This is an optimization exercise on Yosys and OpenROAD, whose aim is small area, not a production implementation. Where RTL was checked, it was by simulation tests only, not by an equivalence proof against the original.

## juniper
## complex_sinusoid_ddfs
module complex_sinusoid_ddfs#(parameter ROM_DEPTH = 2048, ROM_WIDTH = 16)
(
        input wire                           i_clk,
        input wire                           i_rst,
        input wire        [31:0]             i_freq_control,
        input wire        [1:0]              i_invert_out,
        output reg signed [ROM_WIDTH-1:0]    o_real,
        output reg signed [ROM_WIDTH-1:0]    o_imag
);
    reg  [31:0] accumulator;
    wire [31:0] acc_s0, acc_c;
    ddfs_ha u_acc0 (.a(accumulator[0]), .b(i_freq_control[0]), .s(acc_s0[0]), .co(acc_c[0]));
    ddfs_fa u_acc1 (.a(accumulator[1]), .b(i_freq_control[1]), .c(acc_c[0]), .s(acc_s0[1]), .co(acc_c[1]));
    ddfs_fa u_acc2 (.a(accumulator[2]), .b(i_freq_control[2]), .c(acc_c[1]), .s(acc_s0[2]), .co(acc_c[2]));
    ddfs_fa u_acc3 (.a(accumulator[3]), .b(i_freq_control[3]), .c(acc_c[2]), .s(acc_s0[3]), .co(acc_c[3]));
  ...
For scale: roughly 1500 cells after synthesis, ~64 flip-flops, ~68 I/O pins, ~12000 µm² of cells after synthesis.
export LEC_CHECK = 0
export ABC_AREA = 1
export CAP_MARGIN = 20
export CORE_MARGIN = 2
export CORE_UTILIZATION = 50
export CTS_BUF_LIST = sky130_fd_sc_hd__clkbuf_8
export GPL_TIMING_DRIVEN = 0
export PLACE_DENSITY = 0.65
export SLEW_MARGIN = 20
export SYNTH_HIERARCHICAL = 1
create_clock -name core_clock -period 10.0 [get_ports {i_clk}]
standard.sh (not shown) runs the stock make flow with config.mk's settings and CLKGATE_MAP_FILE= SYNTH_SCRIPT=/design/flow/synth_recipe.tcl, a recipe that flattens the netlist after the stock synthesis.
==> flow/flow/run.sh <==
#!/bin/bash
# Layout flow: the standard flow (standard.sh, the ORFS make targets up to
# finish) with these changes:
#  - synthesis runs flow/synth.tcl, which sources synth_recipe.tcl unchanged but
#    has ABC map with flow/abc.script (area-oriented);
#  - the port buffers are sky130_fd_sc_hd__buf_1 cells;
#  - clock tree synthesis uses clkbuf_8 buffers and no dummy loads.
# make's full output goes to flow_make.log here; ORFS keeps each step's log
# under orfs/logs.
set -euo pipefail
export FLOW_SYNTH_TCL=$PWD/synth_recipe.tcl
export CUSTOM_ABC_SCRIPT=$PWD/flow/abc.script
bash standard.sh "SYNTH_SCRIPT=$PWD/flow/synth.tcl" \
  "BUFFER_PORTS_ARGS=-buffer_cell sky130_fd_sc_hd__buf_1" \
  "CTS_ARGS=-sink_clustering_enable -repair_clock_nets -buf_list sky130_fd_sc_hd__clkbuf_8 -dont_use_dummy_load" \
  finish > flow_make.log 2>&1
==> flow/flow/abc.script <==
strash
ifraig
dc2
dch -f
map -a
==> flow/flow/synth.tcl <==
# The standard flow's own synthesis script (synth_recipe.tcl, sourced unchanged), except
# that ABC maps every module with flow/abc.script (area-oriented) instead of
# ORFS's abc_area.script.
proc abc {args} {
  set i [lsearch -exact $args -script]
  lset args [expr { $i + 1 }] $::env(CUSTOM_ABC_SCRIPT)
  yosys abc {*}$args
}
source $::env(FLOW_SYNTH_TCL)
## Diff of input files: onyx against juniper
- swapping 0.65 for 0.6 in PLACE_DENSITY
- swapping 50 for 40 in CORE_UTILIZATION
==> comparison <==
Non-clock buffer count: onyx vs juniper up 2. From juniper to onyx the numbers moved as follows: global-route usage now smaller; total die area now larger. Sort onyx and juniper by routed wire length desc -> top: juniper. On design area, onyx and juniper are basically level. juniper → onyx: met2 layer usage reported by global route moved down.
Modified inputs, maple compared to onyx
- CAP_MARGIN: 20 -> 5
- SLEW_MARGIN: 20 -> 5
==> comparison <==
- onyx went all the way through synthesis, placement and routing and the layout is clean on timing, DRC and antenna.
- maple | status: complete | timing, DRC, antenna: pass
- The average detailed-routed wire length per instance of maple is higher than that of onyx.
- Sort maple and onyx by number of non-clock buffers asc -> top: maple
- Post-layout utilization of the core essentially unchanged between maple and onyx.
- maple -> onyx: number of standard cells in the layout, taps in and fillers out flat
- On clock buffer count in the final layout, onyx tracks maple almost exactly.
- Summary of maple over onyx: area of the multi-input gates ~0 delta, proportion of cell area occupied by registers neither gained nor lost much, clock skew down 0.0054 ns, final cycle utilization of the critical path -0.92 points.
- The cell total after placement of maple and that of onyx are within noise of each other.
Modified inputs, pepper compared to maple
- a change of SLEW_MARGIN from 5 to 20
- a change of CAP_MARGIN from 5 to 20
diff --git a/flow/flow/run.sh b/flow/flow/run.sh
--- a/flow/flow/run.sh
+++ b/flow/flow/run.sh
@@ -6,3 +6,5 @@
 #  - the port buffers are sky130_fd_sc_hd__buf_1 cells;
-#  - clock tree synthesis uses clkbuf_8 buffers and no dummy loads.
+#  - clock tree synthesis uses clkbuf_8 buffers and no dummy loads;
+#  - after global routing, gates off the critical paths are downsized
+#    (RECOVER_POWER, repair_timing -recover_power).
 # make's full output goes to flow_make.log here; ORFS keeps each step's log
@@ -15,2 +17,3 @@
   "CTS_ARGS=-sink_clustering_enable -repair_clock_nets -buf_list sky130_fd_sc_hd__clkbuf_8 -dont_use_dummy_load" \
+  "RECOVER_POWER=100" \
   finish > flow_make.log 2>&1
--- outcome ---
- pepper: all stages complete, timing, DRC and antenna checks passed
- Clock buffer instance count of the final layout: maple vs pepper identical
- Relative to maple, shortest clock period the worst path allows after layout has increased by 0.096 ns in pepper.
- Per the comparison of pepper with maple, largest net degree at the start of global routing essentially unchanged, per-cell routed wire length saw a decrease, actual transition at the worst max-transition pin moved down.
- The clock-pin slew reported for the worst setup and hold paths after clock tree synthesis on pepper is in line with that on maple.
- Taking maple as the reference, in pepper cell area did not really move, setup slack went down, sum of routed wire segments on met1 went down, total global routing track utilization did not really move.

* * *

Another version of the RTL of complex_sinusoid_ddfs (not shown whole).
Size: ~1900 cells after synthesis, about 64 flip-flops, ~68 I/O pins, about 13000 um2 of cells after synthesis.
// complex_sinusoid_ddfs
module complex_sinusoid_ddfs#(parameter ROM_DEPTH = 2048, ROM_WIDTH = 16)
(
        input wire                           i_clk,
        input wire                           i_rst,
        input wire        [31:0]             i_freq_control,
        input wire        [1:0]              i_invert_out,
        output reg signed [ROM_WIDTH-1:0]    o_real,
        output reg signed [ROM_WIDTH-1:0]    o_imag
);
clock: 10.0 ns
lec_check: 0
abc_area: 1
cap_margin: 20
core_margin: 2
core_utilization: 40
cts_buf_list: sky130_fd_sc_hd__clkbuf_8
gpl_timing_driven: 0
place_density: 0.6
slew_margin: 20
synth_hierarchical: 1
==> flow/flow/run.sh <==
#!/bin/bash
# Layout flow: the standard flow (standard.sh, the ORFS make targets up to
# finish) with two changes:
#  - synthesis runs flow/synth.tcl, which sources synth_recipe.tcl unchanged but
#    maps the coefficient tables (module ddfs_rom) with flow/rom_abc.script;
#  - the port buffers are sky130_fd_sc_hd__buf_1 cells.
# make's full output goes to flow_make.log here; ORFS keeps each step's log
# under orfs/logs.
set -euo pipefail
export FLOW_SYNTH_TCL=$PWD/synth_recipe.tcl
export ROM_ABC_SCRIPT=$PWD/flow/rom_abc.script
bash standard.sh "SYNTH_SCRIPT=$PWD/flow/synth.tcl" "BUFFER_PORTS_ARGS=-buffer_cell sky130_fd_sc_hd__buf_1" finish > flow_make.log 2>&1
==> flow/flow/rom_abc.script <==
strash
dch
map -a
topo
stime -c
buffer -c
upsize -c
dnsize -c
==> flow/flow/synth.tcl <==
# The standard flow's own synthesis script (synth_recipe.tcl, sourced unchanged), except
# that ABC maps the coefficient tables (module ddfs_rom) with an
# area-oriented script; every other module is mapped as synth_recipe.tcl does.
proc abc {args} {
  set i [lsearch -exact $args -script]
  set rom_args $args
  lset rom_args [expr { $i + 1 }] $::env(ROM_ABC_SCRIPT)
  yosys abc {*}$rom_args ddfs_rom
  yosys abc {*}$args
}
source $::env(FLOW_SYNTH_TCL)
The starting point produced a clean layout.
Then changed:
--- a/flow/flow/run.sh
+++ b/flow/flow/run.sh
@@ -5 +5 @@
-#    maps the coefficient tables (module ddfs_rom) with flow/rom_abc.script;
+#    has ABC map with flow/abc.script;
@@ -11 +11 @@
-export ROM_ABC_SCRIPT=$PWD/flow/rom_abc.script
+export CUSTOM_ABC_SCRIPT=$PWD/flow/abc.script
==> flow/flow/abc.script (new file) <==
strash
dch
map -a
topo
stime -c
buffer -c
upsize -c
dnsize -c
==> flow/flow/synth.tcl (replaced) <==
# The standard flow's own synthesis script (synth_recipe.tcl, sourced unchanged), except
# that ABC maps every module with flow/abc.script (area-oriented) instead of
# ORFS's abc_area.script.
proc abc {args} {
  set i [lsearch -exact $args -script]
  lset args [expr { $i + 1 }] $::env(CUSTOM_ABC_SCRIPT)
  yosys abc {*}$args
}
source $::env(FLOW_SYNTH_TCL)
removed: flow/flow/rom_abc.script
Final area shrinks by 1.8%; clock-buffer cell count stays the same; wire length came out lower by 1.0%; setup slack improved by 150 ps; synthesized area fell by 1.5%; global-route usage is higher by 0.42 points; via count is lower by 3.0%; synthesized cell count falls by 5.3%; utilization shrinks by 0.46 points.
Then changed:
==> flow/flow/abc.script (replaced) <==
strash
dch
map -a
=> The changed run finished with timing, DRC and antenna clean; non-clock buffer count drops by 49; register-to-register slack is about the same; final cell count drops by 4.2%; setup slack got worse by 15 ps; design area drops by 0.77%; clock-buffer cell count climbs by 1; utilization climbs by 2.0 points.

* * *

complex_sinusoid_ddfs again, from the RTL that the note above started with.
Settings: LEC_CHECK=0, ABC_AREA=1, CAP_MARGIN=20, CORE_MARGIN=2, CORE_UTILIZATION=40, CTS_BUF_LIST=sky130_fd_sc_hd__clkbuf_8, GPL_TIMING_DRIVEN=0, PLACE_DENSITY=0.6, SLEW_MARGIN=20, SYNTH_HIERARCHICAL=1; clock period 10.0 ns.
==> flow/flow/run.sh <==
#!/bin/bash
# Layout flow: the standard flow (standard.sh, the ORFS make targets up to
# finish) with two changes:
#  - synthesis runs flow/synth.tcl, which sources synth_recipe.tcl unchanged but
#    maps the coefficient tables (module ddfs_rom) with flow/rom_abc.script;
#  - the port buffers are sky130_fd_sc_hd__buf_1 cells.
# make's full output goes to flow_make.log here; ORFS keeps each step's log
# under orfs/logs.
set -euo pipefail
export FLOW_SYNTH_TCL=$PWD/synth_recipe.tcl
export ROM_ABC_SCRIPT=$PWD/flow/rom_abc.script
bash standard.sh "SYNTH_SCRIPT=$PWD/flow/synth.tcl" "BUFFER_PORTS_ARGS=-buffer_cell sky130_fd_sc_hd__buf_1" finish > flow_make.log 2>&1
==> flow/flow/rom_abc.script <==
strash
dch
map -a
==> flow/flow/synth.tcl <==
# The standard flow's own synthesis script (synth_recipe.tcl, sourced unchanged), except
# that ABC maps the coefficient tables (module ddfs_rom) with an
# area-oriented script; every other module is mapped as synth_recipe.tcl does.
proc abc {args} {
  set i [lsearch -exact $args -script]
  set rom_args $args
  lset rom_args [expr { $i + 1 }] $::env(ROM_ABC_SCRIPT)
  yosys abc {*}$rom_args ddfs_rom
  yosys abc {*}$args
}
source $::env(FLOW_SYNTH_TCL)
The baseline finished clean.
Next try:
==> flow/run.sh (new file) <==
#!/bin/bash
# synth_recipe.tcl (not shown) runs the flow's synth.tcl, then flattens the netlist and writes it again
# the make line also repeats each setting of config.mk as NAME=value (left out here)
make -C /OpenROAD-flow-scripts/flow DESIGN_CONFIG=/design/flow/config.mk WORK_HOME=/design/flow/orfs CLKGATE_MAP_FILE= SYNTH_SCRIPT=/design/flow/synth_recipe.tcl finish
removed: flow/flow/run.sh
removed: flow/flow/rom_abc.script
removed: flow/flow/synth.tcl
removed: flow/standard.sh
Maximum frequency hardly moves.
Die area went up by a few percent.
Utilization rises by 0.58 points.
Global-route usage goes up by 1.7 points.
Routed wire length is higher by roughly a tenth.
Worst setup slack gets worse by 0.019 ns.
Flip-flop and latch count is unchanged.
Next try:
==> flow/flow/run.sh (new file) <==
#!/bin/bash
# Layout flow: the standard flow (standard.sh, the ORFS make targets up to
# finish) unchanged, except that the port buffers buffer_ports inserts are
# sky130_fd_sc_hd__buf_1 cells. make's full output goes to flow_make.log here;
# ORFS keeps each step's log under orfs/logs.
set -euo pipefail
bash standard.sh "BUFFER_PORTS_ARGS=-buffer_cell sky130_fd_sc_hd__buf_1" finish > flow_make.log 2>&1
==> flow/standard.sh (new file) <==
#!/bin/bash
# synth_recipe.tcl (not shown) runs the flow's synth.tcl, then flattens the netlist and writes it again
# the make line also repeats each setting of config.mk as NAME=value (left out here)
make -C /OpenROAD-flow-scripts/flow DESIGN_CONFIG=/design/flow/config.mk WORK_HOME=/design/flow/orfs CLKGATE_MAP_FILE= SYNTH_SCRIPT=/design/flow/synth_recipe.tcl "${@:-finish}"
removed: flow/run.sh
Outcome:
- utilization drops by 1.4 points
- global-route usage came out lower by 0.74 points
- cell count is about the same
- flip-flop and latch count does not change

* * *

Another version of the RTL of complex_sinusoid_ddfs (not shown whole).
Size: ~64 flip-flops, ~68 I/O pins, about 12000 um^2 of cells after synthesis.
export LEC_CHECK = 0
export ABC_AREA = 1
export CAP_MARGIN = 20
export CORE_MARGIN = 2
export CORE_UTILIZATION = 40
export CTS_BUF_LIST = sky130_fd_sc_hd__clkbuf_8
export GPL_TIMING_DRIVEN = 0
export PLACE_DENSITY = 0.6
export SLEW_MARGIN = 20
export SYNTH_HIERARCHICAL = 1
create_clock -name core_clock -period 10.0 [get_ports {i_clk}]
==> flow/flow/run.sh <==
#!/bin/bash
# Layout flow: the standard flow (standard.sh, the ORFS make targets up to
# finish) with these changes:
#  - synthesis runs flow/synth.tcl, which sources synth_recipe.tcl unchanged but
#    has ABC map with flow/abc.script (area-oriented);
#  - the port buffers are sky130_fd_sc_hd__buf_1 cells;
#  - clock tree synthesis uses clkbuf_8 buffers and no dummy loads.
# make's full output goes to flow_make.log here; ORFS keeps each step's log
# under orfs/logs.
set -euo pipefail
export FLOW_SYNTH_TCL=$PWD/synth_recipe.tcl
export CUSTOM_ABC_SCRIPT=$PWD/flow/abc.script
bash standard.sh "SYNTH_SCRIPT=$PWD/flow/synth.tcl" \
  "BUFFER_PORTS_ARGS=-buffer_cell sky130_fd_sc_hd__buf_1" \
  "CTS_ARGS=-sink_clustering_enable -repair_clock_nets -buf_list sky130_fd_sc_hd__clkbuf_8 -dont_use_dummy_load" \
  finish > flow_make.log 2>&1
==> flow/flow/abc.script <==
strash
ifraig
dc2
dch -f
map -a
==> flow/flow/synth.tcl <==
# The standard flow's own synthesis script (synth_recipe.tcl, sourced unchanged), except
# that ABC maps every module with flow/abc.script (area-oriented) instead of
# ORFS's abc_area.script.
proc abc {args} {
  set i [lsearch -exact $args -script]
  lset args [expr { $i + 1 }] $::env(CUSTOM_ABC_SCRIPT)
  yosys abc {*}$args
}
source $::env(FLOW_SYNTH_TCL)
The starting point went through all stages and came out clean.
Edit:
==> flow/flow/abc.script (replaced) <==
strash
dch
map -a
Result:
- worst hold slack improved by 0.052 ns
- critical path depth went down by 1
- routed wire length went up by about 0.7%
- via count is about the same
- clock-buffer cell count is unchanged
- non-clock buffer count went up by 2
- setup slack got worse by 0.081 ns
- register-to-register slack got worse by 0.08 ns
- area after synthesis went up by 1.0%
- design area went up by about 1.3%

* * *

Another version of the RTL of complex_sinusoid_ddfs (not shown whole).
Size: roughly 1600 cells after synthesis, ~64 flip-flops, roughly 68 I/O pins, ~12000 um2 of cells after synthesis.
Settings: LEC_CHECK=0, ABC_AREA=1, CAP_MARGIN=20, CORE_MARGIN=2, CORE_UTILIZATION=40, CTS_BUF_LIST=sky130_fd_sc_hd__clkbuf_8, GPL_TIMING_DRIVEN=0, PLACE_DENSITY=0.6, SLEW_MARGIN=20, SYNTH_HIERARCHICAL=1; clock period 10.0 ns.
==> flow/flow/abc.script <==
strash
dch
map -a
Scripts as last shown in full above: flow/flow/run.sh, flow/flow/synth.tcl
The first run produced a clean layout.
Then changed:
==> flow/flow/abc.script (replaced) <==
strash
ifraig
dc2
dch -f
map -a
Flip-flop and latch count is unchanged.
Via count falls slightly.
Maximum frequency climbs slightly.
Wire length decreases slightly.
Count of clock-buffer cells in the layout is unchanged.
Final cell count goes down slightly.
Global-route usage climbs by 0.41 points.
Function was not checked in any run of this note: the RTL went through the layout flow alone.

[separate check: timing with driven ports]
No port has a modelled driver above. Below, the same layouts with a new extraction and two added sets of constraints. Step 1 assumes that a clkbuf_16 drives the clock port and a buf_2 every other input. Step 2 moves the port delays by t, midway between the first and last clock arrival at a register: inputs arrive t later, outputs are due t later. That takes back most of the time a late clock gives input paths. a / b / c = ideal ports / drivers / drivers and shift; a / b = the first two.
run	t, ns	setup slack, ns	pins driven straight from the clock port
juniper	0.379	0.238 / 0.257 / -0.122	1
onyx	0.391	0.272 / 0.272 / 0.122	1
maple	0.386	0.364 / 0.364 / 0.098	1
pepper	0.391	0.268 / 0.268 / 0.121	1
the first run of note 2	0.454	0.284 / 0.284 / 0.284	1
the second run of note 2	0.427	0.430 / 0.430 / 0.146	1
the third run of note 2	0.447	0.415 / 0.415 / 0.103	1
the first run of note 3	0.445	0.303 / 0.303 / 0.303	1
the second run of note 3	0.412	0.284 / 0.284 / 0.284	1
the third run of note 3	0.418	0.384 / 0.384 / 0.384	1
the first run of note 4	0.379	0.448 / 0.448 / 0.448	1
the second run of note 4	0.379	0.367 / 0.367 / 0.367	1
the first run of note 5	0.383	0.304 / 0.304 / 0.145	1
the second run of note 5	0.367	0.349 / 0.349 / 0.145	1
With both steps, setup timing fails in juniper, where it was met with ideal ports. The setup slack of juniper, which loses most, moves by +0.019 ns with the drivers and by -0.360 ns with both steps.
